This is an optimization exercise on Yosys and OpenROAD, whose aim is small area, not a production implementation. RTL that was checked went through simulation tests only; none was proved equivalent to the original. Power and IR drop assume default switching activity.

// Top_module
module Top_module(
	input clk,
	input rstbt,
	output [8:0] aio,
	output [2:0] bo,
	input bi,
	output [17:0] mem_addr,
	input [5:0] mem_data_in,
	output [5:0] mem_data_out,
	output mem_wen,
	output mem_lbn,
	output sram_csn,
	output sram_oen,
	output sdram_csn
    );
For scale: ~7900 µm² of cells after synthesis.
Settings: LEC_CHECK=0, CAP_MARGIN=20, CORE_MARGIN=2, CORE_UTILIZATION=40, CTS_BUF_LIST=sky130_fd_sc_hd__clkbuf_8, CTS_CLUSTER_DIAMETER=100, CTS_CLUSTER_SIZE=30, SLEW_MARGIN=20; clock period 10.0 ns.
standard.sh (not shown) runs the stock make flow with config.mk's settings and CLKGATE_MAP_FILE= SYNTH_SCRIPT=/design/flow/synth_recipe.tcl, a recipe that flattens the netlist after the stock synthesis.
==> flow/flow/run.sh <==
#!/bin/bash
# Own flow: the standard layout, with the combinational logic of the standard
# synthesis re-mapped for area by ABC. Registers (instances, names, cell types)
# are those of the standard synthesis.
set -euo pipefail
WORK=$(pwd)
R=$WORK/orfs/results/$FLOW_PLATFORM/Top_module/base
LIB=$FLOW_HOME/platforms/$FLOW_PLATFORM/lib/sky130_fd_sc_hd__tt_025C_1v80.lib
YOSYS=$FLOW_HOME/../tools/install/yosys/bin/yosys
[ -x "$YOSYS" ] || YOSYS=yosys

# 1. standard synthesis
bash standard.sh synth > $WORK/1_standard_synth.log 2>&1

# 2. re-map the combinational logic for area
mkdir -p $WORK/remap
cp $R/1_2_yosys.v $WORK/remap/standard.v
DONT_USE=""
for c in $(grep -o "\-dont_use [^ ]*" $WORK/orfs/logs/$FLOW_PLATFORM/Top_module/base/1_2_yosys.log | awk '{print $2}' | sort -u); do
  DONT_USE="$DONT_USE -dont_use $c"
done
REMAP_LIB=$LIB REMAP_DONT_USE="$DONT_USE" REMAP_IN=$WORK/remap/standard.v REMAP_TOP=$FLOW_TOP \
  REMAP_SCRIPT=$WORK/flow/remap.abc REMAP_OUT=$WORK/remap/remapped.v \
  $YOSYS -c $WORK/flow/remap.tcl > $WORK/2_remap.log 2>&1

# 3. the standard layout of the re-mapped netlist
bash standard.sh clean_synth > $WORK/3_clean_synth.log 2>&1
# ports get the smallest plain buffer
bash standard.sh SYNTH_NETLIST_FILES=$WORK/remap/remapped.v "BUFFER_PORTS_ARGS=-buffer_cell sky130_fd_sc_hd__buf_1" finish > $WORK/4_layout.log 2>&1
==> flow/flow/remap.abc <==
strash
dc2
&get -n
&deepsyn -T 30
&put
dch -f
amap -F 20 -A 50 -C 5000
topo
==> flow/flow/remap.tcl <==
# Re-map the combinational logic of the standard synthesis netlist for area.
# Registers stay as they are (same instances, names and cell types).
yosys -import
set lib $::env(REMAP_LIB)
set dont_use $::env(REMAP_DONT_USE)
read_liberty -ignore_miss_func $lib
read_verilog $::env(REMAP_IN)
hierarchy -check -top $::env(REMAP_TOP)
# registers and clock cells keep their hierarchy (they are not re-mapped)
foreach pat {sky130_fd_sc_hd__df* sky130_fd_sc_hd__edf* sky130_fd_sc_hd__sdf* sky130_fd_sc_hd__dl* sky130_fd_sc_hd__sedf*} {
  catch { setattr -mod -set keep_hierarchy 1 $pat }
}
flatten
opt_clean -purge
techmap
opt -fast -purge
abc -liberty $lib {*}$dont_use -script $::env(REMAP_SCRIPT)
opt_clean -purge
splitnets
opt_clean -purge
hilomap -singleton -hicell sky130_fd_sc_hd__conb_1 HI -locell sky130_fd_sc_hd__conb_1 LO
insbuf -buf sky130_fd_sc_hd__buf_4 A X
opt_clean -purge
select -module $::env(REMAP_TOP)
stat -liberty $lib
write_verilog -noattr -nohex -nodec -selected $::env(REMAP_OUT)
Next try:
--- a/flow/design.v
+++ b/flow/design.v
@@ -139,32 +139,34 @@
 	reg [5:0] P;			 
 	wire [5:0] P_nx;
 	reg [1:0] lo;			 
 	reg [3:0] Q;			 
 	reg [13:0] hi;			 
 	reg [6:0] Bo, B0, B1, B2, B3;	 
-	reg [6:0] rc;			 
 	reg [6:0] rq;			 
+	reg jl;				 
 	wire hz = (hi == 14'd0);
 	wire ge12 = ~hz | (Q >= 4'd12);
 	wire s0 = hz & (Q == 4'd0) & (lo == 2'd0);
 	wire s01 = hz & (Q == 4'd0) & (lo[1] == 1'b0);
 	wire [3:0] m3 = ge12 ? 4'd11 : Q;
-	wire rc_end = (rc == {1'b1, 1'b0, m3, 1'b0});
-	always @(posedge clk) begin
-		if (rst) rc <= 7'd7;
-		else if (rc_end) rc <= 7'd7;
-		else rc <= rc + 1'b1;
-		rq <= rc;
+	wire [6:0] rc_max = {1'b1, 1'b0, m3, 1'b0};
+	wire dec3 = hz & (lo == 2'd0) & (Q >= 4'd1) & (Q <= 4'd11);
+	wire rc_end = (rq == rc_max) | (jl & dec3 & (rq == rc_max - 7'd2));
+	always @(posedge clk) begin
+		if (rst) rq <= 7'd64;
+		else if (rc_end) rq <= 7'd7;
+		else rq <= rq + 1'b1;
+		jl <= tick & land;
 	end
 	function [3:0] mfun(input [3:0] q, input b, input g12);
 		mfun = g12 ? 4'd11 : (q == 4'd0) ? 4'd0 : q - b;
 	endfunction
 	wire [6:0] cK = hc[6:0] + 7'd83;		 
 	wire [7:0] r8 = {1'b0, vc[9:2]};
-	reg [7:0] Gp;
+	wire [7:0] Gp = rsub8(r8, {2'b0, P}, 1'b0);		 
 	wire sel0 = (Gp >= 8'd95) && (Gp <= 8'd99);
 	wire sel1 = (Gp >= 8'd59) && (Gp <= 8'd63);
 	wire sel2 = (Gp >= 8'd23) && (Gp <= 8'd27);
 	wire selo = ~s0 && (Gp >= 8'd131) && (Gp <= 8'd135);
 	wire sel3 = (P >= 6'd13) ? ((Gp >= 8'd243) && (Gp <= 8'd247)) : (vc[9:2] <= 8'd4);
 	wire rmode = hc[9];
@@ -227,13 +229,12 @@
 	wire s_max = (lo == 2'd0) && (Q == 4'd0) && (hi == 14'd11557);	 
 	wire [2:0] delta = dsum - {2'b0, scroll};		 
 	always @(posedge clk) if (tick & land) Bo <= B0;
 	assign P_nx = rst ? 6'd35 : (tick & land) ? 6'd0 : (tick & scroll) ? P + 1'b1 : P;
 	always @(posedge clk) begin
 		P <= P_nx;
-		Gp <= rsub8({1'b0, vc_nx[9:2]}, {2'b0, P_nx}, 1'b0);
 	end
 	wire [7:0] bqn = radd8({1'b0, bq}, {{5{delta[2]}}, delta}, 1'b0);
 	always @(posedge clk) begin
 		if (rst) begin
 			tcnt <= 13'd0;
 			bq <= 7'd89;
Outcome:
- The changed run passed the timing, DRC and antenna checks
- clock power falls by about 8%
- register-to-register slack got worse by 1.1 ns
- via count falls by about 0.9%
- global-route usage rises by 0.64 points
- fmax falls by 13%
- hold slack improved by 0.044 ns
- design area falls by about 3%
- power falls by about 8%
- wire length falls by about 0.33%
- synthesized cell count falls by 0.39%
Function was not checked in any run of this note: the RTL went through the layout flow alone.

---

north:
Another version of the RTL of Top_module (not shown whole).
Size: ~1000 cells after synthesis, ~50 I/O pins, about 7900 µm² of cells after synthesis.
// Top_module
module Top_module(
	input clk,
	input rstbt,
	output [8:0] aio,
	output [2:0] bo,
	input bi,
	output [17:0] mem_addr,
	input [5:0] mem_data_in,
	output [5:0] mem_data_out,
	output mem_wen,
	output mem_lbn,
	output sram_csn,
	output sram_oen,
	output sdram_csn
    );
	wire rst = ~rstbt;
	function [7:0] rsub8(input [7:0] a, input [7:0] b, input bin);	 
		integer i; reg c; reg [7:0] r;
		begin
			c = ~bin;
			for (i = 0; i < 8; i = i + 1) begin
				r[i] = a[i] ^ ~b[i] ^ c;
				c = (a[i] & ~b[i]) | (a[i] & c) | (~b[i] & c);
			end
			rsub8 = r;
		end
	endfunction
	function [7:0] radd8(input [7:0] a, input [7:0] b, input cin);	 
		integer i; reg c; reg [7:0] r;
		begin
			c = cin;
			for (i = 0; i < 8; i = i + 1) begin
				r[i] = a[i] ^ b[i] ^ c;
				c = (a[i] & b[i]) | (a[i] & c) | (b[i] & c);
			end
			radd8 = r;
		end
	endfunction
	function rle7(input [6:0] a, input [6:0] b);	 
		integer i; reg c;
		begin
			c = 1'b1;
			for (i = 0; i < 7; i = i + 1)
				c = (~a[i] & b[i]) | (~a[i] & c) | (b[i] & c);
			rle7 = c;
		end
	endfunction
	reg [10:0] hc;		 
  ...
export LEC_CHECK = 0
export CAP_MARGIN = 20
export CORE_MARGIN = 2
export CORE_UTILIZATION = 40
export CTS_BUF_LIST = sky130_fd_sc_hd__clkbuf_8
export CTS_CLUSTER_DIAMETER = 100
export CTS_CLUSTER_SIZE = 30
export SLEW_MARGIN = 20
create_clock -name core_clock -period 10.0 [get_ports {clk}]
Scripts as last shown in full above: flow/flow/run.sh, flow/flow/remap.abc, flow/flow/remap.tcl
What south does differently from north at the input level:
-- flow/design.v --
<<< north, line 162
	wire [6:0] cK = hc[6:0] + 7'd83;		 
	wire [7:0] r8 = {1'b0, vc[9:2]};
	reg [7:0] Gp;
	wire sel0 = (Gp >= 8'd95) && (Gp <= 8'd99);
	wire sel1 = (Gp >= 8'd59) && (Gp <= 8'd63);
>>> south, line 162
	wire [6:0] cK = hc[6:0] + 7'd83;		 
	wire [7:0] r8 = {1'b0, vc[9:2]};
	wire [7:0] Gp = rsub8(r8, {2'b0, P}, 1'b0);		 
	wire sel0 = (Gp >= 8'd95) && (Gp <= 8'd99);
	wire sel1 = (Gp >= 8'd59) && (Gp <= 8'd63);
<<< north, line 168
	wire selo = ~s0 && (Gp >= 8'd131) && (Gp <= 8'd135);
	wire sel3 = (P >= 6'd13) ? ((Gp >= 8'd243) && (Gp <= 8'd247)) : (vc[9:2] <= 8'd4);
	wire at1 = (bq == 7'd53);
	wire at0 = (bq == 7'd89);
	wire gs0 = write ? sel0 : ~at1;
	wire gs1 = write ? sel1 : at1;
	wire gs2 = write & sel2;
	wire gso = write & selo;
	wire gs3 = write & sel3;
	wire [6:0] Bsel = ({7{gs0}} & B0) | ({7{gs1}} & B1) | ({7{gs2}} & B2) | ({7{gso}} & Bo) | ({7{gs3}} & B3);
	wire bsel = (gs2 & (lo < 2'd1)) | (gs1 & (lo < 2'd2)) | (gs0 & (lo < 2'd3)) | gso;
>>> south, line 168
	wire selo = ~s0 && (Gp >= 8'd131) && (Gp <= 8'd135);
	wire sel3 = (P >= 6'd13) ? ((Gp >= 8'd243) && (Gp <= 8'd247)) : (vc[9:2] <= 8'd4);
	wire rmode = hc[9];
	wire at1 = (bq == 7'd53);
	wire at0 = (bq == 7'd89);
	wire gs0 = rmode ? sel0 : ~at1;
	wire gs1 = rmode ? sel1 : at1;
	wire gs2 = rmode & sel2;
	wire gso = rmode & selo;
	wire gs3 = rmode & sel3;
	wire [6:0] Bsel = ({7{gs0}} & B0) | ({7{gs1}} & B1) | ({7{gs2}} & B2) | ({7{gso}} & Bo) | ({7{gs3}} & B3);
	wire bsel = (gs2 & (lo < 2'd1)) | (gs1 & (lo < 2'd2)) | (gs0 & (lo < 2'd3)) | gso;
<<< north, line 182
	wire dsel = qok & (lo == kmod);			 
	wire w48 = (gs0 & s0) | (gso & s01);
	wire [5:0] wsel = w48 ? (write ? 6'd48 : 6'd50) : (write ? 6'd20 : 6'd22) - {2'b0, msel};
	wire [6:0] xa = write ? cK : bh;
	wire [7:0] t2 = rsub8({1'b0, xa}, {1'b0, Bsel}, dsel & ~gs3);
	wire [6:0] lim = {wsel, dsel & gs3};
	wire green = (gs0 | gs1 | gs2 | gso | gs3) & ~t2[7] & rle7(t2[6:0], lim);
	reg onp;
	always @(posedge clk) if (~write) onp <= green;
	wire [7:0] g = rsub8(Gp, {1'b0, bq}, 1'b0);			 
	wire [7:0] dh8 = rsub8({1'b0, cK}, {1'b0, bh}, 1'b0);
>>> south, line 183
	wire dsel = qok & (lo == kmod);			 
	wire w48 = (gs0 & s0) | (gso & s01);
	wire [5:0] wsel = w48 ? (rmode ? 6'd48 : 6'd50) : (rmode ? 6'd20 : 6'd22) - {2'b0, msel};
	wire [6:0] xa = rmode ? cK : bh;
	wire [7:0] t2 = rsub8({1'b0, xa}, {1'b0, Bsel}, dsel & ~gs3);
	wire [6:0] lim = {wsel, dsel & gs3};
	wire green = (gs0 | gs1 | gs2 | gso | gs3) & ~t2[7] & rle7(t2[6:0], lim);
	reg onp;
	always @(posedge clk) if (~rmode) onp <= green;
	wire [7:0] g = rsub8(Gp, {1'b0, bq}, 1'b0);			 
	wire [7:0] dh8 = rsub8({1'b0, cK}, {1'b0, bh}, 1'b0);
<<< north, line 230
	always @(posedge clk) begin
		P <= P_nx;
		Gp <= rsub8({1'b0, vc_nx[9:2]}, {2'b0, P_nx}, 1'b0);
	end
	wire [7:0] bqn = radd8({1'b0, bq}, {{5{delta[2]}}, delta}, 1'b0);
>>> south, line 231
	always @(posedge clk) begin
		P <= P_nx;
	end
	wire [7:0] bqn = radd8({1'b0, bq}, {{5{delta[2]}}, delta}, 1'b0);
### Flow results
The end-of-flow core utilization was comparable across south and north. Going from north to south, the pin count of the biggest net entering global routing was found to have gone up by 10. north tops out at a higher clock frequency than south. Across both runs, clock network fraction of total power was lower for south than for north. Looking at sequential group share of total power across south and north, the one that comes out higher is south. Sort south and north by total power, ascending, and south comes first. The worst stage delay on the critical path of south and that of north are within noise of each other. south against north: hold-fix buffer count after cts neither gained nor lost much; final critical-path required period picked up an extra 0.23 ns.

---

Setup of build 15:
Top_module, a different RTL version from the one above (not shown whole).
Size in the first run: ~1000 cells after synthesis, about 50 I/O pins, ~7500 µm² of cells after synthesis.
clock: 10.0 ns
lec_check: 0
cap_margin: 20
core_margin: 2
core_utilization: 40
cts_buf_list: sky130_fd_sc_hd__clkbuf_8
cts_cluster_diameter: 100
cts_cluster_size: 30
slew_margin: 20
Scripts as last shown in full above: flow/flow/run.sh, flow/flow/remap.abc, flow/flow/remap.tcl
The following lists how trial 81 was set up differently from build 15:
--- a/flow/design.v
+++ b/flow/design.v
@@ -180,19 +180,19 @@
 	wire [6:0] Bsel = ({7{gs0}} & B0) | ({7{gs1}} & B1) | ({7{gs2}} & B2) | ({7{gso}} & Bo) | ({7{gs3}} & B3);
 	wire bsel = (gs2 & (lo < 2'd1)) | (gs1 & (lo < 2'd2)) | (gs0 & (lo < 2'd3)) | gso;
 	wire [3:0] msel = mfun(Q, bsel, ge12);
 	wire [1:0] kmod = gs2 ? 2'd1 : gs1 ? 2'd2 : gs0 ? 2'd3 : 2'd0;	 
 	wire qok = hz & (gso ? ((Q >= 4'd2) && (Q <= 4'd12)) : ((Q >= 4'd1) && (Q <= 4'd11)));
 	wire dsel = qok & (lo == kmod);			 
 	wire w48 = (gs0 & s0) | (gso & s01);
 	wire [5:0] wsel = w48 ? (rmode ? 6'd48 : 6'd50) : (rmode ? 6'd20 : 6'd22) - {2'b0, msel};
 	wire [6:0] xa = rmode ? cK : bh;
-	wire [7:0] t2 = rsub8({1'b0, xa}, {1'b0, ~Bsel}, dsel & ~gs3);
+	wire [7:0] t2 = rsub8({1'b0, xa}, {1'b0, Bsel}, dsel & ~gs3);
 	wire [6:0] lim = {wsel, dsel & gs3};
 	wire green = (gs0 | gs1 | gs2 | gso | gs3) & ~t2[7] & rle7(t2[6:0], lim);
 	reg onp;
 	always @(posedge clk) if (~rmode) onp <= green;
 	wire [7:0] g = rsub8(Gp, {1'b0, bq}, 1'b0);			 
 	wire [7:0] dh8 = rsub8({1'b0, cK}, {1'b0, bh}, 1'b0);
 	wire [6:0] dh = dh8[6:0];				 
 	wire h1 = (dh >= 7'd125);
 	wire h3 = (dh >= 7'd123) | (dh <= 7'd1);
@@ -239,22 +239,22 @@
 			tcnt <= 13'd0;
 			bq <= 7'd89;
 			bh <= 7'd56;
 			up <= 1'b1;
 			uc <= 2'd0;
 			over <= 1'b0;
 			lo <= 2'd0;
 			Q <= 4'd0;
 			hi <= 14'd0;
-			B0 <= ~7'd7;
-			B1 <= ~7'd9;
-			B2 <= ~7'd44;
-			B3 <= ~7'd14;
+			B0 <= 7'd7;
+			B1 <= 7'd9;
+			B2 <= 7'd44;
+			B3 <= 7'd14;
 		end else if (tick) begin
 			tcnt <= 13'd0;
 			if (up && bq <= 7'd41) begin
 				if (uc == 2'd3) begin
 					uc <= 2'd0;
 					up <= 1'b0;
 				end else
 					uc <= uc + 1'b1;
 			end
@@ -262,19 +262,19 @@
 			if (bounce) up <= 1'b1;
 			if (land) begin
 				up <= 1'b1;
 				{Q, lo} <= {Q, lo} + 1'b1;
 				if ({Q, lo} == 6'd63) hi <= {hi[12:0], ~(hi[13] ^ hi[4] ^ hi[2] ^ hi[0])};
 				if (s_max) over <= 1'b1;
 				B0 <= B1;
 				B1 <= B2;
 				B2 <= B3;
-				B3 <= ~rq;
+				B3 <= rq;
 				bq <= 7'd89;
 			end else begin
 				bq <= bqn[6:0];
 			end
 			if (left && bh > 7'd12) bh <= bh - 1'b1;
 			if (right && bh < 7'd101) bh <= bh + 1'b1;
 		end else
 			tcnt <= tcnt_nx;
 	end
--- outcome ---
Measured against each other, build 15 and trial 81 differ in non-filler instance count after layout, the higher figure coming from trial 81. Build 15 → trial 81: post-layout total power shrank by about 1.5%, relative contribution of the clock network to total power shrank by 0.6 points, sequential cell area share held steady. Compared with build 15, largest net degree at the start of global routing in trial 81 decreased by more than 10%. In the flow results for build 15 and trial 81, the first-iteration detailed-routing DRC count is smaller on build 15. Fmax: trial 81 above build 15. Number of filler instances in the final layout in trial 81 vs build 15: up 2.4%. The power in sequential cells of trial 81 and that of build 15 are within noise of each other.

re-timing with driven ports:
How much do the figures lean on ideal ports? The routed layouts below were timed once more, with nothing changed but the port constraints. Step 1 (the two cells are an assumption about what drives the block):
set clk [get_ports {clk}]
set_driving_cell -lib_cell sky130_fd_sc_hd__clkbuf_16 $clk
set_driving_cell -lib_cell sky130_fd_sc_hd__buf_2 [delete_from_list [all_inputs] $clk]
Step 2 moves the port delays by t, midway between the first and last clock arrival at a register: inputs arrive t later, outputs are due t later. That takes back most of the time a late clock gives input paths. Three values: no drivers, after step 1, after step 2; two values: the first two.
run | shift t [ns] | setup WS [ns] | worst setup path after step 2
the first run of note 1 | 0.506 | 1.991 / 1.949 / 2.455 | register to output
the second run of note 1 | 0.497 | 0.780 / 0.740 / 1.237 | register to output
north | 0.498 | 1.168 / 1.128 / 1.626 | register to output
south | 0.502 | 0.938 / 0.893 / 1.395 | register to output
build 15 | 0.499 | 0.829 / 0.791 / 1.290 | register to output
trial 81 | 0.493 | 1.025 / 0.985 / 1.478 | register to output
After both steps every run listed still meets setup and hold.
